From an optimization exercise on the open Yosys and OpenROAD flow, aimed at small area; shortcuts taken in it are not production practice.
At most, simulation tests tie the RTL to the original design; equivalence was not proved.
No functional check of the RTL was part of runs 2 and 3.

## design/flow/design.v

```verilog
`timescale 1ns / 1ps
`timescale 1ns/1ps
module sphincs_randomizer_R (
  input  wire         CLK,
  input  wire         RST,
  input  wire         start,
  input  wire [127:0] sk_prf,
  input  wire [127:0] optrand,
  input  wire [263:0] msg,
  output wire [127:0] R,
  output reg          valid
);
  reg [127:0] ra;
  reg [127:0] re;
  reg [511:0] rw;
  reg [255:0] rc;
  reg [3:0] step;
  reg [6:0] cnt;
  reg       busy;
  wire p = cnt[0];
  function [15:0] rot16;    
    input [31:0] x;
    input integer n;
    reg [63:0] xx;
    begin
      xx = {x, x} >> n;
      rot16 = xx[15:0];
    end
  endfunction
  function [31:0] kword;
    input [5:0] t;
    begin
      case (t)
        6'd00: kword = 32'h428a2f98; 6'd01: kword = 32'h71374491;
        6'd02: kword = 32'hb5c0fbcf; 6'd03: kword = 32'he9b5dba5;
        6'd04: kword = 32'h3956c25b; 6'd05: kword = 32'h59f111f1;
        6'd06: kword = 32'h923f82a4; 6'd07: kword = 32'hab1c5ed5;
        6'd08: kword = 32'hd807aa98; 6'd09: kword = 32'h12835b01;
        6'd10: kword = 32'h243185be; 6'd11: kword = 32'h550c7dc3;
        6'd12: kword = 32'h72be5d74; 6'd13: kword = 32'h80deb1fe;
        6'd14: kword = 32'h9bdc06a7; 6'd15: kword = 32'hc19bf174;
        6'd16: kword = 32'he49b69c1; 6'd17: kword = 32'hefbe4786;
        6'd18: kword = 32'h0fc19dc6; 6'd19: kword = 32'h240ca1cc;
        6'd20: kword = 32'h2de92c6f; 6'd21: kword = 32'h4a7484aa;
        6'd22: kword = 32'h5cb0a9dc; 6'd23: kword = 32'h76f988da;
        6'd24: kword = 32'h983e5152; 6'd25: kword = 32'ha831c66d;
        6'd26: kword = 32'hb00327c8; 6'd27: kword = 32'hbf597fc7;
        6'd28: kword = 32'hc6e00bf3; 6'd29: kword = 32'hd5a79147;
        6'd30: kword = 32'h06ca6351; 6'd31: kword = 32'h14292967;
        6'd32: kword = 32'h27b70a85; 6'd33: kword = 32'h2e1b2138;
        6'd34: kword = 32'h4d2c6dfc; 6'd35: kword = 32'h53380d13;
        6'd36: kword = 32'h650a7354; 6'd37: kword = 32'h766a0abb;
        6'd38: kword = 32'h81c2c92e; 6'd39: kword = 32'h92722c85;
        6'd40: kword = 32'ha2bfe8a1; 6'd41: kword = 32'ha81a664b;
        6'd42: kword = 32'hc24b8b70; 6'd43: kword = 32'hc76c51a3;
        6'd44: kword = 32'hd192e819; 6'd45: kword = 32'hd6990624;
        6'd46: kword = 32'hf40e3585; 6'd47: kword = 32'h106aa070;
        6'd48: kword = 32'h19a4c116; 6'd49: kword = 32'h1e376c08;
        6'd50: kword = 32'h2748774c; 6'd51: kword = 32'h34b0bcb5;
        6'd52: kword = 32'h391c0cb3; 6'd53: kword = 32'h4ed8aa4a;
        6'd54: kword = 32'h5b9cca4f; 6'd55: kword = 32'h682e6ff3;
        6'd56: kword = 32'h748f82ee; 6'd57: kword = 32'h78a5636f;
        6'd58: kword = 32'h84c87814; 6'd59: kword = 32'h8cc70208;
        6'd60: kword = 32'h90befffa; 6'd61: kword = 32'ha4506ceb;
        6'd62: kword = 32'hbef9a3f7; default: kword = 32'hc67178f2;
      endcase
    end
  endfunction
  function [15:0] ivdig;
    input [3:0] pos;
    reg [31:0] w;
    begin
      case (pos[3:1])
        3'd0: w = 32'h5be0cd19; 3'd1: w = 32'h1f83d9ab;
        3'd2: w = 32'h9b05688c; 3'd3: w = 32'h510e527f;
        3'd4: w = 32'ha54ff53a; 3'd5: w = 32'h3c6ef372;
        3'd6: w = 32'hbb67ae85; default: w = 32'h6a09e667;
      endcase
      ivdig = pos[0] ? w[31:16] : w[15:0];
    end
  endfunction
  wire is_round = step[0] & (step[2:0] != 3'd7);
  wire is_ff    = (step[1:0] == 2'd2) | (step[2:0] == 3'd7);
  wire rm       = busy & is_round;
  wire last     = is_round ? (cnt == 7'd127) : (cnt[3:0] == 4'd15);
  wire        wrap2  = is_round ? (cnt[6:1] == 6'd63) : (cnt[3:1] == 3'd7);
  wire [3:0]  step2  = wrap2 ? step + 4'd1 : step;
  wire        busy2  = busy & ~(wrap2 & (step == 4'd15));
  wire [6:0]  cnt2   = wrap2 ? {6'd0, cnt[0]} : cnt + 7'd2;
  wire        p2     = cnt2[0];
  wire [5:0]  t2     = cnt2[6:1];
  wire        round2 = step2[0] & (step2[2:0] != 3'd7);
  wire        fi2    = (step2[1:0] == 2'd2);
  wire        fc2    = (step2[2:0] == 3'd7);
  wire [15:0] ad = ra[111:96], bd = ra[79:64], cd = ra[47:32], dd = ra[15:0];
  wire [15:0] ed = re[111:96], fd = re[79:64], gd = re[47:32], hd = re[15:0];
  wire [31:0] av = {p ? ra[95:80] : ra[127:112], ad};
  wire [31:0] ev = {p ? re[95:80] : re[127:112], ed};
  wire [15:0] S0d = rot16(av, 2) ^ rot16(av, 13) ^ rot16(av, 22);
  wire [15:0] S1d = rot16(ev, 6) ^ rot16(ev, 11) ^ rot16(ev, 25);
  wire [15:0] Chd = (ed & fd) ^ (~ed & gd);
  wire [15:0] Mjd = (ad & bd) | (ad & cd) | (bd & cd);
  wire [31:0] kw  = kword(cnt[6:1]);
  wire [15:0] Kd  = rm ? (p ? kw[31:16] : kw[15:0]) : 16'd0;
  wire [15:0] Wd  = rw[495:480];
  wire [15:0] hg  = hd  & {16{rm}};
  wire [15:0] Chg = Chd & {16{rm}};
  wire [15:0] S1g = S1d & {16{rm}};
  wire [31:0] v0 = {p ? rw[31:16]   : rw[63:48],   rw[47:32]};    
  wire [31:0] v1 = {p ? rw[447:432] : rw[479:464], rw[463:448]};  
  wire [15:0] s0d = rot16(v0, 7) ^ rot16(v0, 18) ^ (v0[18:3] & (p ? 16'h1fff : 16'hffff));
  wire [15:0] s1d = rot16(v1, 17) ^ rot16(v1, 19) ^ (v1[25:10] & (p ? 16'h003f : 16'hffff));
  wire [15:0] w15 = rw[15:0];      
  wire [15:0] w6  = rw[303:288];   
  reg  [11:0] cf;    
  wire [15:0] s1 = hg ^ Kd ^ Wd;
  wire [15:0] m1 = (hg & Kd) | (hg & Wd) | (Kd & Wd);
  wire [15:0] c1 = {m1[14:0], cf[0]};
  wire [15:0] s2 = s1 ^ c1 ^ Chg;
  wire [15:0] m2 = (s1 & c1) | (s1 & Chg) | (c1 & Chg);
  wire [15:0] c2 = {m2[14:0], cf[1]};
  wire [15:0] s3 = s2 ^ c2 ^ S1g;
  wire [15:0] m3 = (s2 & c2) | (s2 & S1g) | (c2 & S1g);
  wire [15:0] c3 = {m3[14:0], cf[2]};
  wire [15:0] s4e = s3 ^ c3 ^ dd;
  wire [15:0] m4e = (s3 & c3) | (s3 & dd) | (c3 & dd);
  wire [15:0] c4e = {m4e[14:0], cf[3]};
  wire [15:0] s4a = s3 ^ c3 ^ S0d;
  wire [15:0] m4a = (s3 & c3) | (s3 & S0d) | (c3 & S0d);
  wire [15:0] c4a = {m4a[14:0], cf[5]};
  wire [15:0] s5a = s4a ^ c4a ^ Mjd;
  wire [15:0] m5a = (s4a & c4a) | (s4a & Mjd) | (c4a & Mjd);
  wire [15:0] c5a = {m5a[14:0], cf[6]};
  wire [15:0] s1s = s1d ^ w6 ^ s0d;
  wire [15:0] m1s = (s1d & w6) | (s1d & s0d) | (w6 & s0d);
  wire [15:0] c1s = {m1s[14:0], cf[8]};
  wire [15:0] s2s = s1s ^ c1s ^ w15;
  wire [15:0] m2s = (s1s & c1s) | (s1s & w15) | (c1s & w15);
  wire [15:0] c2s = {m2s[14:0], cf[9]};
  reg [15:0] e_new, a_new, w_new;
  reg [16:0] ce, ca, cs;
  integer i;
  always @* begin
    ce[0] = cf[4]; ca[0] = cf[7]; cs[0] = cf[10];
    for (i = 0; i < 16; i = i + 1) begin
      e_new[i]  = s4e[i] ^ c4e[i] ^ ce[i];
      ce[i+1]   = (s4e[i] & c4e[i]) | (s4e[i] & ce[i]) | (c4e[i] & ce[i]);
      a_new[i]  = s5a[i] ^ c5a[i] ^ ca[i];
      ca[i+1]   = (s5a[i] & c5a[i]) | (s5a[i] & ca[i]) | (c5a[i] & ca[i]);
      w_new[i]  = s2s[i] ^ c2s[i] ^ cs[i];
      cs[i+1]   = (s2s[i] & c2s[i]) | (s2s[i] & cs[i]) | (c2s[i] & cs[i]);
    end
  end
  wire [11:0] cout = {1'b0, cs[16], m2s[15], m1s[15], ca[16], m5a[15], m4a[15],
                      ce[16], m4e[15], m3[15], m2[15], m1[15]};
  wire [511:0] key_blk = {sk_prf, 384'd0};
  wire [511:0] in1_blk = {optrand, msg, 8'h80, 48'h0, 64'h388};
  reg [15:0] mdig;
  reg [31:0] mw;
  always @* begin
    mdig = 16'd0;
    mw   = 32'd0;
    if (!step2[1]) begin
      mw = key_blk[511 - 32*t2[3:0] -: 32] ^ (step2[3] ? {4{8'h5c}} : {4{8'h36}});
      mdig = p2 ? mw[31:16] : mw[15:0];
    end else if (!step2[3]) begin
      mw = in1_blk[511 - 32*t2[3:0] -: 32];
      mdig = p2 ? mw[31:16] : mw[15:0];
    end else begin
      if (t2[3] == 1'b0) begin
        case (t2[1:0])
          2'd0: mdig = rc[15:0];
          2'd1: mdig = rc[207:192];
          2'd2: mdig = rc[143:128];
          default: mdig = rc[79:64];
        endcase
      end else if (t2[3:0] == 4'd8)
        mdig = p2 ? 16'h8000 : 16'h0000;
      else if (t2[3:0] == 4'd15)
        mdig = p2 ? 16'h0000 : 16'h0300;
      else
        mdig = 16'd0;
    end
  end
  reg [15:0] w_in;
  always @* begin
    if (!busy2)
      w_in = 16'd0;
    else if (round2)
      w_in = (t2[5:4] != 2'd0) ? w_new : mdig;
    else if (fi2)
      w_in = ivdig(cnt2[3:0] + 4'd8);
    else if (fc2)
      w_in = rc[175:160];
    else
      w_in = 16'd0;
  end
  wire [15:0] a_in = is_round ? a_new : (is_ff ? hd : ivdig(cnt[3:0]));
  wire [15:0] e_in = e_new;
  wire [15:0] c_in = (!is_round && !is_ff) ? hd : rc[15:0];
  always @(posedge CLK) begin
    ra <= {a_in, ra[127:16]};
    re <= {e_in, re[127:16]};
    rw <= {w_in, rw[511:16]};
    rc <= {c_in, rc[255:16]};
    cf <= p ? 12'd0 : cout;
  end
  always @(posedge CLK or negedge RST) begin
    if (!RST) begin
      step  <= 4'd0;
      cnt   <= 7'd0;
      busy  <= 1'b0;
      valid <= 1'b0;
    end else begin
      valid <= 1'b0;
      if (busy) begin
        if (last) begin
          cnt  <= 7'd0;
          step <= step + 4'd1;
          if (step == 4'd15) begin
            busy  <= 1'b0;
            valid <= 1'b1;
          end
        end else
          cnt <= cnt + 7'd1;
      end else begin
        cnt <= cnt + 7'd1;
        if (start) begin
          busy <= 1'b1;
          step <= 4'd0;
          cnt  <= 7'd0;
        end
      end
    end
  end
  assign R = ra;
endmodule
```

## design/flow/run.sh

```bash
#!/bin/bash
# synth_recipe.tcl (not shown) runs the flow's synth.tcl, then flattens the netlist and writes it again
# the make line also repeats each setting of config.mk as NAME=value (left out here)
make -C /OpenROAD-flow-scripts/flow DESIGN_CONFIG=/design/flow/config.mk WORK_HOME=/design/flow/orfs CLKGATE_MAP_FILE= SYNTH_SCRIPT=/design/flow/synth_recipe.tcl finish
```

## design/flow/config.mk

```make
export PLATFORM = sky130hd
export DESIGN_NAME = sphincs_randomizer_R
export DESIGN_NICKNAME = sphincs_randomizer_R
export VERILOG_FILES = /design/flow/design.v
export SDC_FILE = /design/flow/constraint.sdc
export NUM_CORES = 4
export LEC_CHECK = 0
export CAP_MARGIN = 20
export CORE_MARGIN = 2
export CORE_UTILIZATION = 40
export SLEW_MARGIN = 20
```

## design/flow/constraint.sdc

```tcl
create_clock -name core_clock -period 10.0 [get_ports {CLK}]
set_input_delay 2.0000 -clock core_clock [delete_from_list [all_inputs] [get_ports {CLK}]]
set_output_delay 2.0000 -clock core_clock [all_outputs]
set_load 0.01 [all_outputs]
```

==> metrics.csv, run 1 <==
metric;value;unit
status;complete, no violations;
clock sink count;1048;
top_reg_cell synth;dfxtp_1;
Crit path buffers/inverters;7;
port buffer count;651;
Hold Path Class;reg2reg;
die width;316;um
register area share after synthesis;0.541;
die height;316;um
synth top area cells;dfxtp_1 (53%), fa_1 (9.1%), mux4_2 (4.8%);
# hold bufs at CTS;0;
vias;29578;
Area Overhead vs Synth;31.3;%
Netlist Area Pre-Place;38900;um2
Cells after Synth;3388;
CTS root buffer;clkbuf_16;
first-pass GRT wire length;215;mm
placed cells;5255;
hold slack;0.286;ns
post-route ant nets;0;
largest family of logic cells by synthesized area;compound AO/OA/AOI/OAI gates;
Placer Congestion;0.999;
Synth Area in Compound Gates;0.116;
Relative slew margins;0.237;
slowest cell on the critical path;mux4_2;
Synth top cells by count;dfxtp_1 (1035), nand2_1 (263), a21oi_1 (180);
CP Depth;36;
initial antenna violation count;17;
crit path launch type;flip-flop;
fin cells;5441;
post-synth top area cell;dfxtp_1;
H-tree Lvls;3;
Pins Over Slew Limit;0;
vias in the first global route;28922;
die area;99800;um2
Worst setup EP type;flip-flop;
most common cell in the netlist;dfxtp_1;
Final nets;4812;
Hold Vio Cnt, Final;0;
Max Root-Sink Buffers;3;
Slew @ Worst Pin;1.12;ns
drc violations;0;
pre-CTS setup slack;-0.129;ns
Tot GR Track Use;0.302;
RSZ-0062 raised after global routing;yes;
EDFF count, synth;0;
wirelength, routed;153;mm
DR iter-0 viols;3381;
Syn. warnings;1;
share of async-settable or async-resettable flops after synthesis;0.0124;
period utilisation layout;0.981;
Finish-stage setup viols;0;
Setup TNS;0;ns
XOR/XNOR Fraction of Synth Area;0.0396;
wire per inst;28.2;um
Worst EP arrival;10.35;ns
fin area;51100;um2
Synth cell types;78;
final core utilization;0.529;
grt total ovfl;0;
highest routed layer;met5;
IO Pins;652;
CTS Buf Count;95;
WS Path Type;reg2reg;
synthesized flop and latch total;1048;
layout cells sized above 1;0.133;
met2 routed WL;67.3;mm
most frequent CP cell;fa_2;
final worst slack;0.187;ns
synthesized-area fraction occupied by and/or/nand/nor cells;0.0747;
DPL Wire Length;120;mm
routed vias/inst;5.44;
min cycle time layout;9.81;ns
Hold Path Depth;0;
M1 wire length;66.6;mm
Crit path max-delay family;adder cells;
Starting Density;0.403;
drt pass-1 iters;13;
highest achievable clock rate;102;MHz
multiplexer share of the synthesized area;0.0866;
Core ar.;96600;um2
CTS tree;yes;
Worst-path clk slew;0.06;ns
Fillers;8498;
max cap viols;0;
Syn Area/Cell;11.5;um2
Synth top area share;0.532;
WP data required;10.54;ns
crit-path max FO;4;
largest net degree at the start of global routing;65;
row count;114;
Clock Latency Late Sink;0.69;ns
Synth Area in Adders;0.102;
Detail Route met3 WL;15.4;mm
CP peak stage delay;0.53;ns
FF-to-FF path depth;36;
dpl cell area;47400;um2
Max Clock Skew;0.0506;ns
## what timing repair did
action                                  CTS  global route
endpoints found under the setup margin    2             6
pin swaps                                16            10
gates resized for setup                  14            20
buffers inserted                          2             3
endpoints found under the hold margin     0             0
## layer usage
layer	up-vias	track usage
li1	13119	-
met1	14712	0.425
met2	1529	0.461
met3	212	0.0815
met4	6	0.0752
met5	-	0
## path summary, 6_finish.rpt
kind / slack, ns / from / to
setup / recovery: 0.19 / cnt[2]$_DFF_PN0_ / ra[127]$_DFF_P_
hold / removal: 0.29 / rc[237]$_DFF_P_ / rc[221]$_DFF_P_
setup reg to reg: 0.19 / cnt[2]$_DFF_PN0_ / ra[127]$_DFF_P_
hold reg to reg: 0.29 / rc[237]$_DFF_P_ / rc[221]$_DFF_P_
max in group asynchronous: 7.55 / RST / cnt[4]$_DFF_PN0_
min in group asynchronous: 1.84 / RST / cnt[6]$_DFF_PN0_
## kinds of logic (layout without fill, tap and decap cells)
| group | count (synthesis) | in the layout |
|---|---|---|
| flip-flops | 1048 | 1048 |
| adder cells (fa/ha/maj) | 213 | 213 |
| other | 0 | 4 |
| multiplexers | 224 | 224 |
| AO/OA/AOI/OAI | 696 | 696 |
| buffers and inverters | 380 | 1153 |
| XOR/XNOR | 176 | 176 |
| AND/OR/NAND/NOR | 651 | 651 |
## worst reg2reg max path: cells and delay by family (launching register included)
| family | cells | cell delay [ns] |
|---|---|---|
| AO/OA/AOI/OAI | 4 | 0.44 |
| adder cells (fa/ha/maj) | 22 | 7.62 |
| buffers and inverters | 7 | 0.45 |
| flip-flops | 1 | 0.41 |
| multiplexers | 1 | 0.53 |
| AND/OR/NAND/NOR | 2 | 0.28 |
## area by class of cell
cell class	instances	area [um2]	share of cell area
antenna	4	10.0	0.000196
clock inverter	56	866	0.0169
multi-input combinational	1960	16500	0.323
tap	1276	1600	0.0312
inverter	172	656	0.0128
clock buffer	121	2690	0.0525
timing repair buffer	804	7700	0.151
sequential	1048	21100	0.412
## layout by cell type (no fill, tap or decap), types with 12 or more instances in the layout
master / n
a222oi_1: 26
o22ai_1: 15
dfxtp_1: 1035
nor3_1: 46
mux4_2: 83
nor2b_1: 16
nor2_1: 176
mux2_2: 58
a22oi_1: 14
clkbuf_8: 21
o2111ai_1: 14
nand2_1: 261
a21o_1: 17
and3_1: 13
nand3_1: 53
clkbuf_16: 95
a31oi_1: 45
fa_1: 142
o221ai_1: 16
fa_2: 34
inv_1: 157
a211oi_1: 37
xor2_1: 62
a32oi_1: 13
a21oi_1: 178
o21ai_0: 161
bufinv_16: 16
buf_4: 148
o211ai_1: 47
ha_1: 28
nand2b_1: 12
mux2i_1: 81
xnor2_1: 113
clkdlybuf4s50_1: 651
clkinv_2: 17
## flip-flops by register name, indices dropped and copies added, names as in the netlist
signal	count
busy	1
cf	11
cnt	7
ra	128
rc	256
re	128
rw	512
step	4
valid	1
==> run 2: changes to the inputs <==
--- a/design/flow/design.v
+++ b/design/flow/design.v
@@ -155,46 +155,46 @@
                       ce[16], m4e[15], m3[15], m2[15], m1[15]};
   wire [511:0] key_blk = {sk_prf, 384'd0};
   wire [511:0] in1_blk = {optrand, msg, 8'h80, 48'h0, 64'h388};
-  reg [15:0] mdig;
-  reg [31:0] mw;
+  wire        kb    = ~step2[1];               
+  wire        b1    = step2[1] & ~step2[3];    
+  wire        b3    = step2[1] &  step2[3];    
+  wire        msgph = busy2 & round2 & (t2[5:4] == 2'd0);
+  wire [4:0]  j2    = {~t2[3:0], p2};          
+  reg  [31:0] dj;
+  integer k;
   always @* begin
-    mdig = 16'd0;
-    mw   = 32'd0;
-    if (!step2[1]) begin
-      mw = key_blk[511 - 32*t2[3:0] -: 32] ^ (step2[3] ? {4{8'h5c}} : {4{8'h36}});
-      mdig = p2 ? mw[31:16] : mw[15:0];
-    end else if (!step2[3]) begin
-      mw = in1_blk[511 - 32*t2[3:0] -: 32];
-      mdig = p2 ? mw[31:16] : mw[15:0];
-    end else begin
-      if (t2[3] == 1'b0) begin
-        case (t2[1:0])
-          2'd0: mdig = rc[15:0];
-          2'd1: mdig = rc[207:192];
-          2'd2: mdig = rc[143:128];
-          default: mdig = rc[79:64];
-        endcase
-      end else if (t2[3:0] == 4'd8)
-        mdig = p2 ? 16'h8000 : 16'h0000;
-      else if (t2[3:0] == 4'd15)
-        mdig = p2 ? 16'h0000 : 16'h0300;
-      else
-        mdig = 16'd0;
-    end
-  end
-  reg [15:0] w_in;
+    for (k = 0; k < 32; k = k + 1)
+      dj[k] = msgph & (j2 == k);
+  end
+  reg [15:0] acc;
+  reg [15:0] cst;
   always @* begin
-    if (!busy2)
-      w_in = 16'd0;
-    else if (round2)
-      w_in = (t2[5:4] != 2'd0) ? w_new : mdig;
-    else if (fi2)
-      w_in = ivdig(cnt2[3:0] + 4'd8);
-    else if (fc2)
-      w_in = rc[175:160];
-    else
-      w_in = 16'd0;
-  end
+    acc = 16'd0;
+    for (k = 24; k < 32; k = k + 1)
+      acc = acc | ({16{dj[k] & kb}} & key_blk[16*k +: 16]);
+    for (k = 7; k < 32; k = k + 1)
+      acc = acc | ({16{dj[k] & b1}} & in1_blk[16*k +: 16] & (k == 7 ? 16'hff00 : 16'hffff));
+    acc = acc | ({16{msgph & b3 & ~t2[3] & (t2[1:0] == 2'd0)}} & rc[15:0]);
+    acc = acc | ({16{msgph & b3 & ~t2[3] & (t2[1:0] == 2'd1)}} & rc[207:192]);
+    acc = acc | ({16{msgph & b3 & ~t2[3] & (t2[1:0] == 2'd2)}} & rc[143:128]);
+    acc = acc | ({16{msgph & b3 & ~t2[3] & (t2[1:0] == 2'd3)}} & rc[79:64]);
+    acc = acc | ({16{busy2 & fc2}} & rc[175:160]);
+    acc = acc | ({16{busy2 & round2 & (t2[5:4] != 2'd0)}} & w_new);
+    cst = 16'd0;
+    if (msgph & kb)
+      cst = step2[3] ? 16'h5c5c : 16'h3636;
+    else if (msgph & b1 & (j2 == 5'd7))
+      cst = 16'h0080;
+    else if (msgph & b1 & (j2 == 5'd0))
+      cst = 16'h0388;
+    else if (msgph & b3 & (t2[3:0] == 4'd8) & p2)
+      cst = 16'h8000;
+    else if (msgph & b3 & (t2[3:0] == 4'd15) & ~p2)
+      cst = 16'h0300;
+    else if (busy2 & fi2)
+      cst = ivdig(cnt2[3:0] + 4'd8);
+  end
+  wire [15:0] w_in = acc ^ cst;
   wire [15:0] a_in = is_round ? a_new : (is_ff ? hd : ivdig(cnt[3:0]));
   wire [15:0] e_in = e_new;
   wire [15:0] c_in = (!is_round && !is_ff) ? hd : rc[15:0];
--- a/design/flow/config.mk
+++ b/design/flow/config.mk
@@ -5,7 +5,8 @@
 export SDC_FILE = /design/flow/constraint.sdc
 export NUM_CORES = 4
 export LEC_CHECK = 0
-export CAP_MARGIN = 20
+export CAP_MARGIN = 0
 export CORE_MARGIN = 2
-export CORE_UTILIZATION = 40
-export SLEW_MARGIN = 20
+export CORE_UTILIZATION = 60
+export CTS_BUF_LIST = sky130_fd_sc_hd__clkbuf_4 sky130_fd_sc_hd__clkbuf_8
+export SLEW_MARGIN = 0
==> run 2 against run 1 <==
The run now fails in global routing. Synthesized area shrank 3.1%. Synthesized cell count shrank 0.27%.
==> metrics.csv, run 2 <==
metric;value;unit;change
largest family of logic cells by synthesized area;compound AO/OA/AOI/OAI gates;;
Synth cell types;90;;+15%
status;aborted with a tool error;;
CTS root buffer;clkbuf_8;;
Error;[ERROR GRT-0116] Global routing finished with congestion. Check the congestion regions in the DRC Viewer.;;
synthesized-area fraction occupied by and/or/nand/nor cells;0.0800;;+0.00534
most common cell in the netlist;dfxtp_1;;
Max Root-Sink Buffers;3;;unchanged
IO Pins;652;;unchanged
die height;255;um;-19%
Synth Area in Compound Gates;0.145;;+0.0288
H-tree Lvls;4;;+1
pre-CTS setup slack;-0.283;ns;-0.154 ns
Netlist Area Pre-Place;37700;um2;-3.1%
vias in the first global route;41028;;
placed cells;4831;;-8.1%
Starting Density;0.609;;+0.206
EDFF count, synth;0;;unchanged
Syn. warnings;1;;unchanged
grt total ovfl;109;;
Tot GR Track Use;0.721;;
largest net degree at the start of global routing;112;;
register area share after synthesis;0.558;;+0.0173
CTS Buf Count;151;;+59%
Cells after Synth;3379;;-0.27%
# hold bufs at CTS;0;;unchanged
multiplexer share of the synthesized area;0.0264;;-0.0602
row count;91;;-20%
Synth top cells by count;dfxtp_1 (1035), nand2_1 (230), inv_1 (221);;
post-synth top area cell;dfxtp_1;;
die width;255;um;-19%
Placer Congestion;1.13;;+13%
clock sink count;1048;;unchanged
share of async-settable or async-resettable flops after synthesis;0.0124;;unchanged
first-pass GRT wire length;324;mm;
Synth Area in Adders;0.104;;+0.00227
synth top area cells;dfxtp_1 (55%), fa_1 (9.3%), xnor2_1 (2.6%);;
top_reg_cell synth;dfxtp_1;;
synthesized flop and latch total;1048;;unchanged
port buffer count;651;;unchanged
XOR/XNOR Fraction of Synth Area;0.0427;;+0.00313
DPL Wire Length;135;mm;+12%
Syn Area/Cell;11.2;um2;-2.8%
last step reached;global routing;;
Synth top area share;0.549;;+0.0170
run 2: cell types whose count changed after synthesis, sizes merged, moves of 32 or more:
cell    delta
a22oi     +76
mux4      -78
inv       +54
a222oi    +32
nand2     -33
mux2i     -41
run 2: metal layers:
| metal | overflow | track usage |
|---|---|---|
| met5 | 0 | 0.392 |
| met3 | 2 | 0.612 |
| met1 | 1 | 0.710 |
| met4 | 51 | 0.669 |
| met2 | 55 | 0.875 |
run 2: what timing repair did:
| action | CTS |
|---|---|
| pin swaps | 24 |
| endpoints found under the setup margin | 5 |
| resized for setup | 32 |
| setup buffers | 3 |
run 2: how the worst max path moves through the flow:
stage	start	to	slack, ns	cells after the start
after floorplan	cnt[1]$_DFF_PN0_	ra[127]$_DFF_P_	-0.09	41
after detailed placement	cnt[1]$_DFF_PN0_	ra[127]$_DFF_P_	-0.28	38
after CTS	cnt[2]$_DFF_PN0_	ra[127]$_DFF_P_	-0.21	37
after global placement	cnt[1]$_DFF_PN0_	re[127]$_DFF_P_	-0.003	33
run 2: cell families after synthesis:
kind of cell	Yosys count
DFF	1048
AOI/OAI and AO/OA	788
and+or+nand+nor	644
buffers and inverters	418
adders and majority gates	210
xor gates and xnor gates	184
muxes	87
run 2: through the flow:
stage	hold WS [ns]	cell area (um2)	TNS [ns]	util
2_1_floorplan	0.310	37900	-0.172	-
3_5_place_dp	0.312	46000	-0.603	0.742
4_1_cts	0.312	49500	-0.377	0.799
3_3_place_gp	0.310	46000	-0.00350	0.742
==> run 3: changes to the inputs <==
==> design/flow/flow/run.sh (new file) <==
#!/bin/bash
export BUFFER_PORTS_ARGS="-buffer_cell sky130_fd_sc_hd__buf_1"
export CTS_ARGS="-sink_clustering_enable -repair_clock_nets -dont_use_dummy_load -sink_clustering_size 12 -sink_clustering_max_diameter 40 -buf_list {sky130_fd_sc_hd__clkbuf_4 sky130_fd_sc_hd__clkbuf_8}"
export RECOVER_POWER=100
bash standard.sh > standard.log 2>&1
==> design/flow/standard.sh (new file) <==
#!/bin/bash
# synth_recipe.tcl (not shown) runs the flow's synth.tcl, then flattens the netlist and writes it again
# the make line also repeats each setting of config.mk as NAME=value (left out here)
make -C /OpenROAD-flow-scripts/flow DESIGN_CONFIG=/design/flow/config.mk WORK_HOME=/design/flow/orfs CLKGATE_MAP_FILE= SYNTH_SCRIPT=/design/flow/synth_recipe.tcl "${@:-finish}"
--- a/design/flow/config.mk
+++ b/design/flow/config.mk
@@ -7,6 +7,5 @@
 export LEC_CHECK = 0
 export CAP_MARGIN = 0
 export CORE_MARGIN = 2
-export CORE_UTILIZATION = 60
-export CTS_BUF_LIST = sky130_fd_sc_hd__clkbuf_4 sky130_fd_sc_hd__clkbuf_8
+export CORE_UTILIZATION = 45
 export SLEW_MARGIN = 0
removed: design/flow/run.sh
==> run 3 against run 2 <==
The layout now fails its checks (slew limit). Synthesized cell count unchanged. Synthesized area unchanged.
==> metrics.csv, run 3 <==
metric;value;unit;change
WS Path Type;reg2reg;;
synthesized flop and latch total;1048;;unchanged
initial antenna violation count;24;;
slowest cell on the critical path;fa_1;;
min cycle time layout;9.90;ns;
Max Root-Sink Buffers;3;;unchanged
highest achievable clock rate;101;MHz;
placed cells;5105;;+5.7%
synth top area cells;dfxtp_1 (55%), fa_1 (9.3%), xnor2_1 (2.6%);;
die width;293;um;+15%
port buffer count;651;;unchanged
Largest regs;rw: 512 flops, rc: 256 flops;;
DPL Wire Length;129;mm;-4.9%
first-pass GRT wire length;218;mm;
most frequent cells in the layout;dfxtp_1 (1035), buf_1 (651), nand2_1 (229);;
final core utilization;0.531;;
layout cells sized above 1;0.111;;
crit-path max FO;3;;
Synth top area share;0.549;;unchanged
FF-to-FF path depth;40;;
Hold Path Class;reg2reg;;
register area share after synthesis;0.558;;unchanged
Area Overhead vs Synth;17.2;%;
drt pass-1 iters;12;;
grt total ovfl;0;;
Finish-stage setup viols;0;;
wire per inst;30.7;um;
Fillers;7697;;
Worst setup EP type;flip-flop;;
Hold Vio Cnt, Final;0;;
Worst-path clk slew;0.08;ns;
DR iter-0 viols;3728;;
status;finished with violations;;
WP data required;10.53;ns;
commonest non-fill, non-tap cell in the layout;dfxtp_1;;
min-delay src;rc[95]$_DFF_P_;;
most frequent CP cell;fa_2;;
Relative slew margins;-0.0176;;
Syn. warnings;1;;unchanged
RSZ-0062 raised after global routing;yes;;
die area;86100;um2;
Starting Density;0.453;;-0.156
R2R Path End;ra[127]$_DFF_P_;;
row count;106;;+16%
Reg-to-Reg Start;cnt[2]$_DFF_PN0_;;
share of async-settable or async-resettable flops after synthesis;0.0124;;unchanged
Pins Over Slew Limit;1;;
die height;293;um;+15%
Max Clock Skew;0.140;ns;
Synth cell types;90;;unchanged
EDFF count, synth;0;;unchanged
Tot GR Track Use;0.363;;
Hold Crit Endpoint;rc[79]$_DFF_P_;;
vias;30482;;
SO Viols;slew limit;;
Syn Area/Cell;11.2;um2;unchanged
Hold Path Depth;0;;
top_reg_cell synth;dfxtp_1;;
routed vias/inst;5.81;;
Final nets;4882;;
CTS tree;yes;;
Slew @ Worst Pin;1.53;ns;
pre-CTS setup slack;-0.198;ns;+0.0842 ns
drc violations;0;;
H-tree Lvls;3;;-1
most common cell in the netlist;dfxtp_1;;
clock sink count;1048;;unchanged
CTS Buf Count;114;;-25%
CP peak stage delay;0.53;ns;
period utilisation layout;0.990;;
# hold bufs at CTS;0;;unchanged
Top reg by flops;rw;;
vias in the first global route;28638;;
Cells after Synth;3379;;unchanged
Core ar.;83300;um2;
Clock Latency Late Sink;0.76;ns;
fin cells;5247;;
post-route ant nets;0;;
Worst EP arrival;10.43;ns;
largest net degree at the start of global routing;67;;
Placer Congestion;1.03;;-8.5%
R2R setup slack;0.10;ns;
wirelength, routed;161;mm;
final worst slack;0.104;ns;
max FFs per register;512;;
max cap viols;0;;
crit path launch type;flip-flop;;
CTS root buffer;clkbuf_8;;
Netlist Area Pre-Place;37700;um2;unchanged
post-synth top area cell;dfxtp_1;;
IO Pins;652;;unchanged
Synth top cells by count;dfxtp_1 (1035), nand2_1 (230), inv_1 (221);;
## run 3: repair_timing
action	4_1_cts	5_1_grt
pin swaps	7	14
endpoints found under the setup margin	3	5
setup buffers	4	10
resized for setup	9	28
## run 3: per-layer routing
| layer | global-route usage | share of wire | up-vias |
|---|---|---|---|
| met5 | 0.0442 | 0.0040 | - |
| met3 | 0.133 | 0.12 | 407 |
| li1 | - | - | 13178 |
| met2 | 0.518 | 0.41 | 1824 |
| met1 | 0.486 | 0.41 | 15047 |
| met4 | 0.165 | 0.054 | 26 |
## run 3: cell type report
type / count / area, um2 / share of cell area
repair buffers: 851 / 4020 / 0.0908
inverters: 226 / 860 / 0.0194
diodes: 15 / 37.5 / 0.000849
well taps: 1080 / 1350 / 0.0306
clock buffers: 114 / 1570 / 0.0355
flip-flops and latches: 1048 / 21100 / 0.476
multi-input cells: 1913 / 15300 / 0.346
## run 3: kinds of logic (layout without fill, tap and decap cells)
family,count (synthesis),in the layout,share of synthesized area
simple gates,644,644,0.0800
other cells,0,15,0
compound gates,788,788,0.145
mux,87,87,0.0264
fa+ha+maj,210,210,0.104
buf+inv,418,1191,0.0433
flops,1048,1048,0.558
xor+xnor,184,184,0.0427
## run 3: worst max path at each step
stage	start	to	slack, ns
2_1_floorplan	cnt[1]$_DFF_PN0_	ra[127]$_DFF_P_	-0.09
3_3_place_gp	cnt[2]$_DFF_PN0_	re[127]$_DFF_P_	-0.17
3_5_place_dp	cnt[2]$_DFF_PN0_	re[127]$_DFF_P_	-0.20
4_1_cts	cnt[2]$_DFF_PN0_	re[127]$_DFF_P_	0.03
5_1_grt	cnt[1]$_DFF_PN0_	ra[127]$_DFF_P_	-0.16
6_report	cnt[2]$_DFF_PN0_	ra[127]$_DFF_P_	0.10
## run 3: metrics by stage
| stage | cell area (um2) | hold slack [ns] | TNS (ns) |
|---|---|---|---|
| floorplan | 37900 | 0.310 | -0.172 |
| global placement | 42400 | 0.310 | -0.261 |
| detailed placement | 42400 | 0.312 | -0.416 |
| CTS | 44000 | 0.250 | 0 |
| global route | 44200 | 0.256 | -0.329 |
| finish | 44200 | 0.257 | 0 |
## run 3: critical path, delay by kind of cell, from the launching register on
kind,cells,cell delay [ns]
and+or+nand+nor,3,0.25
DFF,1,0.45
adders and majority gates,22,7.45
AOI/OAI and AO/OA,6,0.82
buffers and inverters,9,0.75
==> run 4: changes to the inputs <==
--- a/design/flow/design.v
+++ b/design/flow/design.v
@@ -113,14 +113,14 @@
   wire [15:0] w15 = rw[15:0];      
   wire [15:0] w6  = rw[303:288];   
   reg  [11:0] cf;    
-  wire [15:0] s1 = hg ^ Kd ^ Wd;
-  wire [15:0] m1 = (hg & Kd) | (hg & Wd) | (Kd & Wd);
+  wire [15:0] s1 = hg ^ Wd ^ Chg;
+  wire [15:0] m1 = (hg & Wd) | (hg & Chg) | (Wd & Chg);
   wire [15:0] c1 = {m1[14:0], cf[0]};
-  wire [15:0] s2 = s1 ^ c1 ^ Chg;
-  wire [15:0] m2 = (s1 & c1) | (s1 & Chg) | (c1 & Chg);
+  wire [15:0] s2 = s1 ^ c1 ^ S1g;
+  wire [15:0] m2 = (s1 & c1) | (s1 & S1g) | (c1 & S1g);
   wire [15:0] c2 = {m2[14:0], cf[1]};
-  wire [15:0] s3 = s2 ^ c2 ^ S1g;
-  wire [15:0] m3 = (s2 & c2) | (s2 & S1g) | (c2 & S1g);
+  wire [15:0] s3 = s2 ^ c2 ^ Kd;
+  wire [15:0] m3 = (s2 & c2) | (s2 & Kd) | (c2 & Kd);
   wire [15:0] c3 = {m3[14:0], cf[2]};
   wire [15:0] s4e = s3 ^ c3 ^ dd;
   wire [15:0] m4e = (s3 & c3) | (s3 & dd) | (c3 & dd);
==> design/flow/flow/run.sh (replaced) <==
#!/bin/bash
# Own layout flow: the standard ORFS flow (standard.sh) with two changes
# that only affect how the layout is built:
#  - the port buffers that buffer_ports inserts on every input and output are
#    the smallest buffer cell (sky130_fd_sc_hd__buf_1) instead of the default
#    clkdlybuf4s50_1;
#  - clock tree synthesis uses clkbuf_4/clkbuf_8 with small sink clusters and
#    no dummy loads.
# Each tool's full output lands in the ORFS log folder; the make output is
# kept in standard.log.
export BUFFER_PORTS_ARGS="-buffer_cell sky130_fd_sc_hd__buf_1"
export CTS_ARGS="-sink_clustering_enable -repair_clock_nets -dont_use_dummy_load -sink_clustering_size 12 -sink_clustering_max_diameter 40 -buf_list {sky130_fd_sc_hd__clkbuf_4 sky130_fd_sc_hd__clkbuf_8}"
bash standard.sh > standard.log 2>&1
--- a/design/flow/config.mk
+++ b/design/flow/config.mk
@@ -5,7 +5,7 @@
 export SDC_FILE = /design/flow/constraint.sdc
 export NUM_CORES = 4
 export LEC_CHECK = 0
-export CAP_MARGIN = 0
+export CAP_MARGIN = 20
 export CORE_MARGIN = 2
 export CORE_UTILIZATION = 45
-export SLEW_MARGIN = 0
+export SLEW_MARGIN = 20
==> run 4 against run 3 <==
Now clean on timing, DRC and antenna. Critical path depth fell by 10. Flip-flop and latch count unchanged. Routed wire length grew 4.6%. Non-clock buffer count decreased by 43. Register-to-register slack improved by 0.16 ns. Clock skew grew 0.014 ns. Design area shrank 1.3%. Worst setup slack improved by 0.16 ns. Hold slack got worse by 0.030 ns. Largest cell class unchanged. Highest routed layer unchanged.
==> metrics.csv, run 4 <==
metric;value;unit;change
DR iter-0 viols;3844;;+3.1%
drc violations;0;;unchanged
DPL Wire Length;134;mm;+3.8%
period utilisation layout;0.974;;-0.0156
CTS tree;yes;;
Pins Over Slew Limit;0;;-1
top_reg_cell synth;dfxtp_1;;
status;complete, no violations;;
Max Root-Sink Buffers;3;;unchanged
Slew @ Worst Pin;1.36;ns;-0.168 ns
initial antenna violation count;44;;+83%
most frequent CP cell;fa_2;;
first-pass GRT wire length;230;mm;+5.4%
Starting Density;0.455;;+0.00256
H-tree Lvls;3;;unchanged
fin cells;5159;;-1.7%
# hold bufs at CTS;0;;unchanged
final worst slack;0.261;ns;+0.156 ns
most frequent cells in the layout;dfxtp_1 (1035), buf_1 (650), nand2_1 (204);;
Finish-stage setup viols;0;;unchanged
Synth top cells by count;dfxtp_1 (1035), inv_1 (207), nand2_1 (206);;
Area Overhead vs Synth;16.5;%;
CP peak stage delay;0.56;ns;+0.03 ns
Netlist Area Pre-Place;37400;um2;-0.70%
crit path launch type;flip-flop;;
routed vias/inst;5.90;;+1.6%
die width;292;um;-0.35%
max cap viols;0;;unchanged
Top reg by flops;rw;;
commonest non-fill, non-tap cell in the layout;dfxtp_1;;
dpl cell area;42000;um2;-1.0%
final core utilization;0.530;;about the same
Core ar.;82200;um2;-1.3%
Syn. warnings;1;;unchanged
Hold Vio Cnt, Final;0;;unchanged
highest achievable clock rate;103;MHz;+1.6%
placed cells;5017;;-1.7%
WP data required;10.57;ns;+0.04 ns
Largest regs;rw: 512 flops, rc: 256 flops;;
Tot GR Track Use;0.386;;+0.0227
CTS Buf Count;112;;-1.8%
die height;292;um;-0.35%
clock sink count;1048;;unchanged
post-route ant nets;0;;unchanged
Syn Area/Cell;11.3;um2;+1.0%
Final nets;4791;;-1.9%
drt pass-1 iters;9;;-3
die area;85500;um2;-0.69%
synth top area cells;dfxtp_1 (55%), fa_1 (9.4%), xnor2_1 (2.7%);;
wirelength, routed;169;mm;+4.6%
port buffer count;651;;unchanged
slowest cell on the critical path;fa_1;;
Synth top area share;0.553;;+0.00387
vias;30462;;-0.066%
vias in the first global route;29552;;+3.2%
Worst EP arrival;10.31;ns;-0.12 ns
Placer Congestion;1.03;;about the same
pre-CTS setup slack;0.0239;ns;+0.222 ns
fin area;43600;um2;-1.3%
Relative slew margins;0.0946;;+0.112
IO Pins;652;;unchanged
synthesized flop and latch total;1048;;unchanged
post-synth top area cell;dfxtp_1;;
crit-path max FO;4;;+1
Max Clock Skew;0.154;ns;+0.0143 ns
max FFs per register;512;;unchanged
layout cells sized above 1;0.0973;;-0.0138
grt total ovfl;0;;unchanged
min cycle time layout;9.74;ns;-0.156 ns
Synth cell types;90;;unchanged
Cells after Synth;3322;;-1.7%
wire per inst;32.7;um;+6.3%
EDFF count, synth;0;;unchanged
WS Path Type;reg2reg;;
Worst setup EP type;flip-flop;;
Setup TNS;0;ns;unchanged
Hold Path Class;reg2reg;;
share of async-settable or async-resettable flops after synthesis;0.0124;;unchanged
row count;105;;-0.94%
Clock Latency Late Sink;0.79;ns;+0.03 ns
register area share after synthesis;0.562;;+0.00393
Worst-path clk slew;0.08;ns;about the same
largest net degree at the start of global routing;60;;-10%
most common cell in the netlist;dfxtp_1;;
CTS root buffer;clkbuf_8;;
run 4: cell types whose count changed in the layout (fill, tap and decap cells not counted), sizes merged, moves of 11 or more:
cell and change:
buf -40, nand2 -24, o311ai +19, mux2 -18, and3 +16, a22oi -15, nand3 +14, diode +13
inv -13, a32oi -12, mux2i +12, o211ai -11
run 4: kinds of logic after synthesis:
logic type	synth area share
AO/OA/AOI/OAI	0.142
XOR/XNOR	0.0430
adder cells (fa/ha/maj)	0.104
buffers and inverters	0.0408
flip-flops	0.562
multiplexers	0.0238
AND/OR/NAND/NOR	0.0836
run 4: metrics by stage:
stage | hold slack, ns
floorplan | 0.310
global placement | 0.309
detailed placement | 0.312
CTS | 0.207
global route | 0.208
finish | 0.227
run 4: final cells by class:
cell class              count  area (um2)
well taps                1070        1340
inverters                 213         802
diodes                     28        70.1
fillers                  7438       38600
clock buffers             112        1540
flip-flops and latches   1048       21100
multi-input cells        1880       15100
repair buffers            808        3690
run 4: worst max-delay path, delay by kind of cell, from the launching register on:
| family | cells | cell delay [ns] |
|---|---|---|
| AND/OR/NAND/NOR | 3 | 0.39 |
| adder cells (fa/ha/maj) | 22 | 8.54 |
| flip-flops | 1 | 0.39 |
| buffers and inverters | 5 | 0.33 |
run 4: timing repair:
action                     CTS  global route
resized for setup            0            15
buffers inserted             0             2
setup endpoints to repair    1             3
pin swaps                    1            23
run 4: per-layer routing:
layer,vias to the layer above,global-route usage,routed length [um]
met2,1964,0.588,73900
met4,8,0.226,10700
met3,457,0.0849,15700
met5,-,0,63
met1,15001,0.505,68400
li1,13032,-,-
run 4: final timing paths:
check / startpoint / to / slack (ns) / cells past startpoint
max in group asynchronous: RST / cnt[4]$_DFF_PN0_ / 8.28 / 1
hold reg to reg: rw[242]$_DFF_P_ / rw[226]$_DFF_P_ / 0.23 / 0
min in group asynchronous: RST / step[2]$_DFFE_PN0P_ / 1.29 / 1
setup / recovery: step[1]$_DFFE_PN0P_ / re[127]$_DFF_P_ / 0.26 / 30
setup reg to reg: step[1]$_DFFE_PN0P_ / re[127]$_DFF_P_ / 0.26 / 30
hold / removal: rw[242]$_DFF_P_ / rw[226]$_DFF_P_ / 0.23 / 0
==> run 5: changes to the inputs <==
--- a/design/flow/design.v
+++ b/design/flow/design.v
@@ -17,6 +17,7 @@
   reg [3:0] step;
   reg [6:0] cnt;
   reg       busy;
+  reg       rmr;      
   wire p = cnt[0];
   function [15:0] rot16;    
     input [31:0] x;
@@ -79,9 +80,12 @@
       ivdig = pos[0] ? w[31:16] : w[15:0];
     end
   endfunction
-  wire is_round = step[0] & (step[2:0] != 3'd7);
+  function rnd;
+    input [3:0] s;
+    begin rnd = s[0] & (s[2:0] != 3'd7); end
+  endfunction
+  wire is_round = rnd(step);
   wire is_ff    = (step[1:0] == 2'd2) | (step[2:0] == 3'd7);
-  wire rm       = busy & is_round;
   wire last     = is_round ? (cnt == 7'd127) : (cnt[3:0] == 4'd15);
   wire        wrap2  = is_round ? (cnt[6:1] == 6'd63) : (cnt[3:1] == 3'd7);
   wire [3:0]  step2  = wrap2 ? step + 4'd1 : step;
@@ -100,12 +104,12 @@
   wire [15:0] S1d = rot16(ev, 6) ^ rot16(ev, 11) ^ rot16(ev, 25);
   wire [15:0] Chd = (ed & fd) ^ (~ed & gd);
   wire [15:0] Mjd = (ad & bd) | (ad & cd) | (bd & cd);
-  wire [31:0] kw  = kword(cnt[6:1]);
-  wire [15:0] Kd  = rm ? (p ? kw[31:16] : kw[15:0]) : 16'd0;
+  wire [31:0] kw  = kword(t2);
+  wire [15:0] Kx  = (busy2 & round2) ? (p2 ? kw[31:16] : kw[15:0]) : 16'd0;
   wire [15:0] Wd  = rw[495:480];
-  wire [15:0] hg  = hd  & {16{rm}};
-  wire [15:0] Chg = Chd & {16{rm}};
-  wire [15:0] S1g = S1d & {16{rm}};
+  wire [15:0] hg  = hd  & {16{rmr}};
+  wire [15:0] Chg = Chd & {16{rmr}};
+  wire [15:0] S1g = S1d & {16{rmr}};
   wire [31:0] v0 = {p ? rw[31:16]   : rw[63:48],   rw[47:32]};    
   wire [31:0] v1 = {p ? rw[447:432] : rw[479:464], rw[463:448]};  
   wire [15:0] s0d = rot16(v0, 7) ^ rot16(v0, 18) ^ (v0[18:3] & (p ? 16'h1fff : 16'hffff));
@@ -116,12 +120,9 @@
   wire [15:0] s1 = hg ^ Wd ^ Chg;
   wire [15:0] m1 = (hg & Wd) | (hg & Chg) | (Wd & Chg);
   wire [15:0] c1 = {m1[14:0], cf[0]};
-  wire [15:0] s2 = s1 ^ c1 ^ S1g;
-  wire [15:0] m2 = (s1 & c1) | (s1 & S1g) | (c1 & S1g);
-  wire [15:0] c2 = {m2[14:0], cf[1]};
-  wire [15:0] s3 = s2 ^ c2 ^ Kd;
-  wire [15:0] m3 = (s2 & c2) | (s2 & Kd) | (c2 & Kd);
-  wire [15:0] c3 = {m3[14:0], cf[2]};
+  wire [15:0] s3 = s1 ^ c1 ^ S1g;
+  wire [15:0] m3 = (s1 & c1) | (s1 & S1g) | (c1 & S1g);
+  wire [15:0] c3 = {m3[14:0], cf[1]};
   wire [15:0] s4e = s3 ^ c3 ^ dd;
   wire [15:0] m4e = (s3 & c3) | (s3 & dd) | (c3 & dd);
   wire [15:0] c4e = {m4e[14:0], cf[3]};
@@ -138,10 +139,11 @@
   wire [15:0] m2s = (s1s & c1s) | (s1s & w15) | (c1s & w15);
   wire [15:0] c2s = {m2s[14:0], cf[9]};
   reg [15:0] e_new, a_new, w_new;
-  reg [16:0] ce, ca, cs;
+  reg [15:0] gk;
+  reg [16:0] ce, ca, cs, ck;
   integer i;
   always @* begin
-    ce[0] = cf[4]; ca[0] = cf[7]; cs[0] = cf[10];
+    ce[0] = cf[4]; ca[0] = cf[7]; cs[0] = cf[10]; ck[0] = cf[2];
     for (i = 0; i < 16; i = i + 1) begin
       e_new[i]  = s4e[i] ^ c4e[i] ^ ce[i];
       ce[i+1]   = (s4e[i] & c4e[i]) | (s4e[i] & ce[i]) | (c4e[i] & ce[i]);
@@ -149,10 +151,12 @@
       ca[i+1]   = (s5a[i] & c5a[i]) | (s5a[i] & ca[i]) | (c5a[i] & ca[i]);
       w_new[i]  = s2s[i] ^ c2s[i] ^ cs[i];
       cs[i+1]   = (s2s[i] & c2s[i]) | (s2s[i] & cs[i]) | (c2s[i] & cs[i]);
+      gk[i]     = re[32+i] ^ Kx[i] ^ ck[i];
+      ck[i+1]   = (re[32+i] & Kx[i]) | (re[32+i] & ck[i]) | (Kx[i] & ck[i]);
     end
   end
   wire [11:0] cout = {1'b0, cs[16], m2s[15], m1s[15], ca[16], m5a[15], m4a[15],
-                      ce[16], m4e[15], m3[15], m2[15], m1[15]};
+                      ce[16], m4e[15], ck[16], m3[15], m1[15]};
   wire [511:0] key_blk = {sk_prf, 384'd0};
   wire [511:0] in1_blk = {optrand, msg, 8'h80, 48'h0, 64'h388};
   wire        kb    = ~step2[1];               
@@ -166,20 +170,35 @@
     for (k = 0; k < 32; k = k + 1)
       dj[k] = msgph & (j2 == k);
   end
-  reg [15:0] acc;
+  localparam NSRC = 8 + 25 + 4 + 1 + 1;
+  reg  [NSRC-1:0]    msel;
+  wire [16*NSRC-1:0] mdat;
+  genvar g;
+  generate
+    for (g = 0; g < 8; g = g + 1) begin : g_key
+      assign mdat[16*g +: 16] = key_blk[16*(g+24) +: 16];
+    end
+    for (g = 0; g < 25; g = g + 1) begin : g_in1
+      assign mdat[16*(g+8) +: 16] = in1_blk[16*(g+7) +: 16] & (g == 0 ? 16'hff00 : 16'hffff);
+    end
+  endgenerate
+  assign mdat[16*33 +: 16] = rc[15:0];
+  assign mdat[16*34 +: 16] = rc[207:192];
+  assign mdat[16*35 +: 16] = rc[143:128];
+  assign mdat[16*36 +: 16] = rc[79:64];
+  assign mdat[16*37 +: 16] = rc[175:160];
+  assign mdat[16*38 +: 16] = w_new;
+  always @* begin
+    for (k = 0; k < 8; k = k + 1)  msel[k]     = dj[k+24] & kb;
+    for (k = 0; k < 25; k = k + 1) msel[k+8]   = dj[k+7] & b1;
+    for (k = 0; k < 4; k = k + 1)  msel[k+33]  = msgph & b3 & ~t2[3] & (t2[1:0] == k);
+    msel[37] = busy2 & fc2;
+    msel[38] = busy2 & round2 & (t2[5:4] != 2'd0);
+  end
+  wire [15:0] acc;
+  sel_andor #(.N(NSRC)) u_msg (.sel(msel), .dat(mdat), .y(acc));
   reg [15:0] cst;
   always @* begin
-    acc = 16'd0;
-    for (k = 24; k < 32; k = k + 1)
-      acc = acc | ({16{dj[k] & kb}} & key_blk[16*k +: 16]);
-    for (k = 7; k < 32; k = k + 1)
-      acc = acc | ({16{dj[k] & b1}} & in1_blk[16*k +: 16] & (k == 7 ? 16'hff00 : 16'hffff));
-    acc = acc | ({16{msgph & b3 & ~t2[3] & (t2[1:0] == 2'd0)}} & rc[15:0]);
-    acc = acc | ({16{msgph & b3 & ~t2[3] & (t2[1:0] == 2'd1)}} & rc[207:192]);
-    acc = acc | ({16{msgph & b3 & ~t2[3] & (t2[1:0] == 2'd2)}} & rc[143:128]);
-    acc = acc | ({16{msgph & b3 & ~t2[3] & (t2[1:0] == 2'd3)}} & rc[79:64]);
-    acc = acc | ({16{busy2 & fc2}} & rc[175:160]);
-    acc = acc | ({16{busy2 & round2 & (t2[5:4] != 2'd0)}} & w_new);
     cst = 16'd0;
     if (msgph & kb)
       cst = step2[3] ? 16'h5c5c : 16'h3636;
@@ -200,7 +219,7 @@
   wire [15:0] c_in = (!is_round && !is_ff) ? hd : rc[15:0];
   always @(posedge CLK) begin
     ra <= {a_in, ra[127:16]};
-    re <= {e_in, re[127:16]};
+    re <= {e_in, re[127:48], gk, re[31:16]};
     rw <= {w_in, rw[511:16]};
     rc <= {c_in, rc[255:16]};
     cf <= p ? 12'd0 : cout;
@@ -211,12 +230,14 @@
       cnt   <= 7'd0;
       busy  <= 1'b0;
       valid <= 1'b0;
+      rmr   <= 1'b0;
     end else begin
       valid <= 1'b0;
       if (busy) begin
         if (last) begin
           cnt  <= 7'd0;
           step <= step + 4'd1;
+          rmr  <= rnd(step + 4'd1);
           if (step == 4'd15) begin
             busy  <= 1'b0;
             valid <= 1'b1;
@@ -235,3 +256,15 @@
   end
   assign R = ra;
 endmodule
+module sel_andor #(parameter N = 2) (
+  input  wire [N-1:0]    sel,
+  input  wire [16*N-1:0] dat,
+  output reg  [15:0]     y
+);
+  integer i;
+  always @* begin
+    y = 16'd0;
+    for (i = 0; i < N; i = i + 1)
+      y = y | ({16{sel[i]}} & dat[16*i +: 16]);
+  end
+endmodule
==> design/flow/flow/run.sh (replaced) <==
#!/bin/bash
# Own layout flow: the standard ORFS flow (standard.sh) with two changes
# that only affect how the layout is built:
#  - the port buffers that buffer_ports inserts on every input and output are
#    the smallest buffer cell (sky130_fd_sc_hd__buf_1) instead of the default
#    clkdlybuf4s50_1;
#  - clock tree synthesis uses clkbuf_4 with small sink clusters and
#    no dummy loads.
# Each tool's full output lands in the ORFS log folder; the make output is
# kept in standard.log.
export BUFFER_PORTS_ARGS="-buffer_cell sky130_fd_sc_hd__buf_1"
export CTS_ARGS="-sink_clustering_enable -repair_clock_nets -dont_use_dummy_load -sink_clustering_size 10 -sink_clustering_max_diameter 40 -buf_list {sky130_fd_sc_hd__clkbuf_4}"
bash standard.sh > standard.log 2>&1
--- a/design/flow/config.mk
+++ b/design/flow/config.mk
@@ -5,7 +5,10 @@
 export SDC_FILE = /design/flow/constraint.sdc
 export NUM_CORES = 4
 export LEC_CHECK = 0
-export CAP_MARGIN = 20
+export CAP_MARGIN = 5
 export CORE_MARGIN = 2
 export CORE_UTILIZATION = 45
-export SLEW_MARGIN = 20
+export GPL_TIMING_DRIVEN = 0
+export SETUP_SLACK_MARGIN = 0.2
+export SLEW_MARGIN = 5
+export SYNTH_HIERARCHICAL = 1
==> run 5 against run 4 <==
The layout now fails its checks (capacitance limit, slew limit). Non-clock buffer count increased by 70. Core utilization decreased by 0.20 points. Critical endpoint is now rw[511]$_DFF_P_. Synthesized area decreased by 2.0%. Hold slack improved by 0.028 ns. Clock skew decreased by 0.010 ns. Via count increased by 3.6%. Maximum frequency increased by 0.77%. Synthesized cell count decreased by 7.6%. Register-to-register slack improved by 0.07 ns.
==> metrics.csv, run 5 <==
metric;value;unit;change
row count;104;;-0.95%
layout cells sized above 1;0.107;;+0.00993
Starting Density;0.455;;-0.000494
Worst-path clk slew;0.11;ns;+0.03 ns
dpl cell area;40600;um2;-3.1%
drt pass-1 iters;10;;+1
pre-CTS setup slack;-2.29;ns;-2.31 ns
crit-path max FO;10;;+6
Netlist Area Pre-Place;36700;um2;-2.0%
Placer Congestion;1.09;;+5.6%
Syn Area/Cell;12.0;um2;+6.0%
Cells after Synth;3070;;-7.6%
vias;31572;;+3.6%
Max Clock Skew;0.144;ns;-0.0100 ns
port buffer count;651;;unchanged
Core ar.;80700;um2;-1.9%
routed vias/inst;6.34;;+7.3%
DR iter-0 viols;4412;;+15%
SO Viols;capacitance limit, slew limit;;
WP data required;10.89;ns;+0.32 ns
synth top area cells;dfxtp_1 (56%), fa_1 (9.6%), a22oi_1 (4.1%);;
final core utilization;0.529;;-0.00195
min cycle time layout;9.67;ns;-0.0742 ns
top_reg_cell synth;dfxtp_1;;
clock sink count;1049;;+0.095%
Synth cell types;96;;+6.7%
Slew @ Worst Pin;1.51;ns;+0.152 ns
WS Path Type;reg2reg;;
Tot GR Track Use;0.462;;+0.0760
period utilisation layout;0.967;;-0.00742
highest achievable clock rate;103;MHz;+0.77%
Pins Over Slew Limit;8;;+8
RSZ-0062 raised after global routing;yes;;
final worst slack;0.335;ns;+0.0742 ns
Max Root-Sink Buffers;3;;unchanged
vias in the first global route;30027;;+1.6%
max FFs per register;512;;unchanged
CP peak stage delay;0.63;ns;+0.07 ns
share of async-settable or async-resettable flops after synthesis;0.0133;;+0.000941
fin cells;4981;;-3.5%
die height;290;um;-0.99%
drc violations;0;;unchanged
most frequent cells in the layout;dfxtp_1 (1034), buf_1 (658), a22oi_1 (199);;
die width;290;um;-0.99%
most common cell in the netlist;dfxtp_1;;
Fillers;7301;;-1.8%
slowest cell on the critical path;or4_4;;
Relative slew margins;-0.0102;;-0.105
synthesized flop and latch total;1049;;+0.095%
IO Pins;652;;unchanged
Worst setup EP type;flip-flop;;
DPL Wire Length;157;mm;+18%
crit path launch type;flip-flop;;
post-synth top area cell;dfxtp_1;;
die area;83800;um2;-2.0%
CTS Buf Count;138;;+23%
commonest non-fill, non-tap cell in the layout;dfxtp_1;;
Setup TNS;0;ns;unchanged
Synth top cells by count;dfxtp_1 (1035), a22oi_1 (199), fa_1 (176);;
status;finished with violations;;
most frequent CP cell;fa_2;;
Clock Latency Late Sink;1.08;ns;+0.29 ns
grt total ovfl;0;;unchanged
post-route ant nets;0;;unchanged
CTS root buffer;clkbuf_4;;
fin area;42600;um2;-2.3%
FF+latch area;21100;um2;about the same
Top reg by flops;rw;;
Syn. warnings;8;;+7
area of the multi-input gates;15000;um2;-0.95%
H-tree Lvls;4;;+1
placed cells;4789;;-4.5%
Hold Path Class;reg2reg;;
EDFF count, synth;0;;unchanged
initial antenna violation count;43;;-2.3%
hold slack;0.255;ns;+0.0280 ns
largest net degree at the start of global routing;17;;-72%
Worst EP arrival;10.56;ns;+0.25 ns
wire per inst;39.7;um;+22%
Largest regs;rw: 512 flops, rc: 256 flops;;
wirelength, routed;198;mm;+17%
Finish-stage setup viols;0;;unchanged
register area share after synthesis;0.574;;+0.0122
CTS tree;yes;;
Synth top area share;0.565;;+0.0113
Hold Vio Cnt, Final;0;;unchanged
Final nets;4622;;-3.5%
max cap viols;2;;+2
first-pass GRT wire length;256;mm;+12%
Area Overhead vs Synth;16.2;%;
# hold bufs at CTS;0;;unchanged
==> run 5: changes by cell type in the layout (fill, tap and decap cells not counted), sizes merged, moves of 44 or more <==
cell / delta
o21ai: -45
nand2: -91
a22oi: +124
clkbuf: +143
buf: -48
a21oi: -44
inv: -168
a222oi: -45
nand4: +47
==> run 5: worst max-delay path, delay by kind of cell (launching register included) <==
kind / cells / cell delay (ns)
AOI/OAI and AO/OA: 1 / 0.17
muxes: 1 / 0.18
adders and majority gates: 18 / 7.01
and+or+nand+nor: 2 / 0.86
buffers and inverters: 5 / 0.60
DFF: 1 / 0.40
xor gates and xnor gates: 2 / 0.35
==> run 5: kinds of logic (layout without fill, tap and decap cells) <==
family,after synthesis,count (layout),synth area share
other,1,39,0.000102
adder cells (fa/ha/maj),223,223,0.111
buffers and inverters,250,1063,0.0302
flip-flops,1049,1049,0.574
AND/OR/NAND/NOR,544,544,0.0733
AO/OA/AOI/OAI,754,754,0.149
XOR/XNOR,189,189,0.0451
multiplexers,60,60,0.0170
==> run 5: layout make-up <==
| class | count | share of cell area |
|---|---|---|
| antenna | 31 | 0.00182 |
| timing repair buffer | 676 | 0.0621 |
| sequential | 1049 | 0.494 |
| clock buffer | 138 | 0.0243 |
| inverter | 47 | 0.00455 |
| multi-input combinational | 1778 | 0.351 |
| tap | 1060 | 0.0311 |
| buffer | 202 | 0.0304 |
==> run 5: timing repair <==
item,CTS,global route
pin swaps,23,35
gates resized for setup,172,34
endpoints found under the hold margin,0,0
setup endpoints to repair,19,8
setup buffers,20,4
==> run 5: per-layer routing <==
layer  vias to the layer above  GRT usage  wire [um]
met5                         -     0.0438        460
met4                        32      0.302      15700
met3                       715      0.238      29100
met2                      2622      0.645      80200
met1                     15597      0.551      72500
li1                      12606          -          -
==> run 5: worst paths after layout <==
path	from	endpoint	slack [ns]	cells after the start
setup / recovery	cnt[0]$_DFF_PN0_	rw[511]$_DFF_P_	0.33	29
hold / removal	rc[218]$_DFF_P_	rc[202]$_DFF_P_	0.25	0
setup reg to reg	cnt[0]$_DFF_PN0_	rw[511]$_DFF_P_	0.33	29
hold reg to reg	rc[218]$_DFF_P_	rc[202]$_DFF_P_	0.25	0
max in group asynchronous	RST	rmr$_DFFE_PN0P_	7.97	1
min in group asynchronous	RST	step[3]$_DFFE_PN0P_	1.20	1

==> static timing again, ports no longer ideal <==
Ports are ideal in the flow. The routed layouts listed here were re-timed in OpenROAD.
Step 1: set_driving_cell puts a clkbuf_16 on CLK and a buf_2 on each other input, an assumption about the parent block.
Step 2 also shifts input and output timing later by t, the mid clock arrival at the registers, as if the neighbouring blocks saw the same clock.
Three values: ideal, step 1, step 2; two values: the first two.
run	t, ns	slack for setup (ns)	latest minus earliest clock arrival (ns)	slew at the worst register clock pin (ns)
run 1	0.724	0.187 / 0.187 / 0.187	0.051 / 0.051	0.07 / 0.07
run 3	0.754	0.104 / 0.104 / 0.104	0.156 / 0.156	0.09 / 0.09
run 4	0.772	0.261 / 0.261 / 0.261	0.162 / 0.162	0.08 / 0.08
run 5	1.057	0.335 / 0.335 / 0.335	0.176 / 0.176	0.11 / 0.11
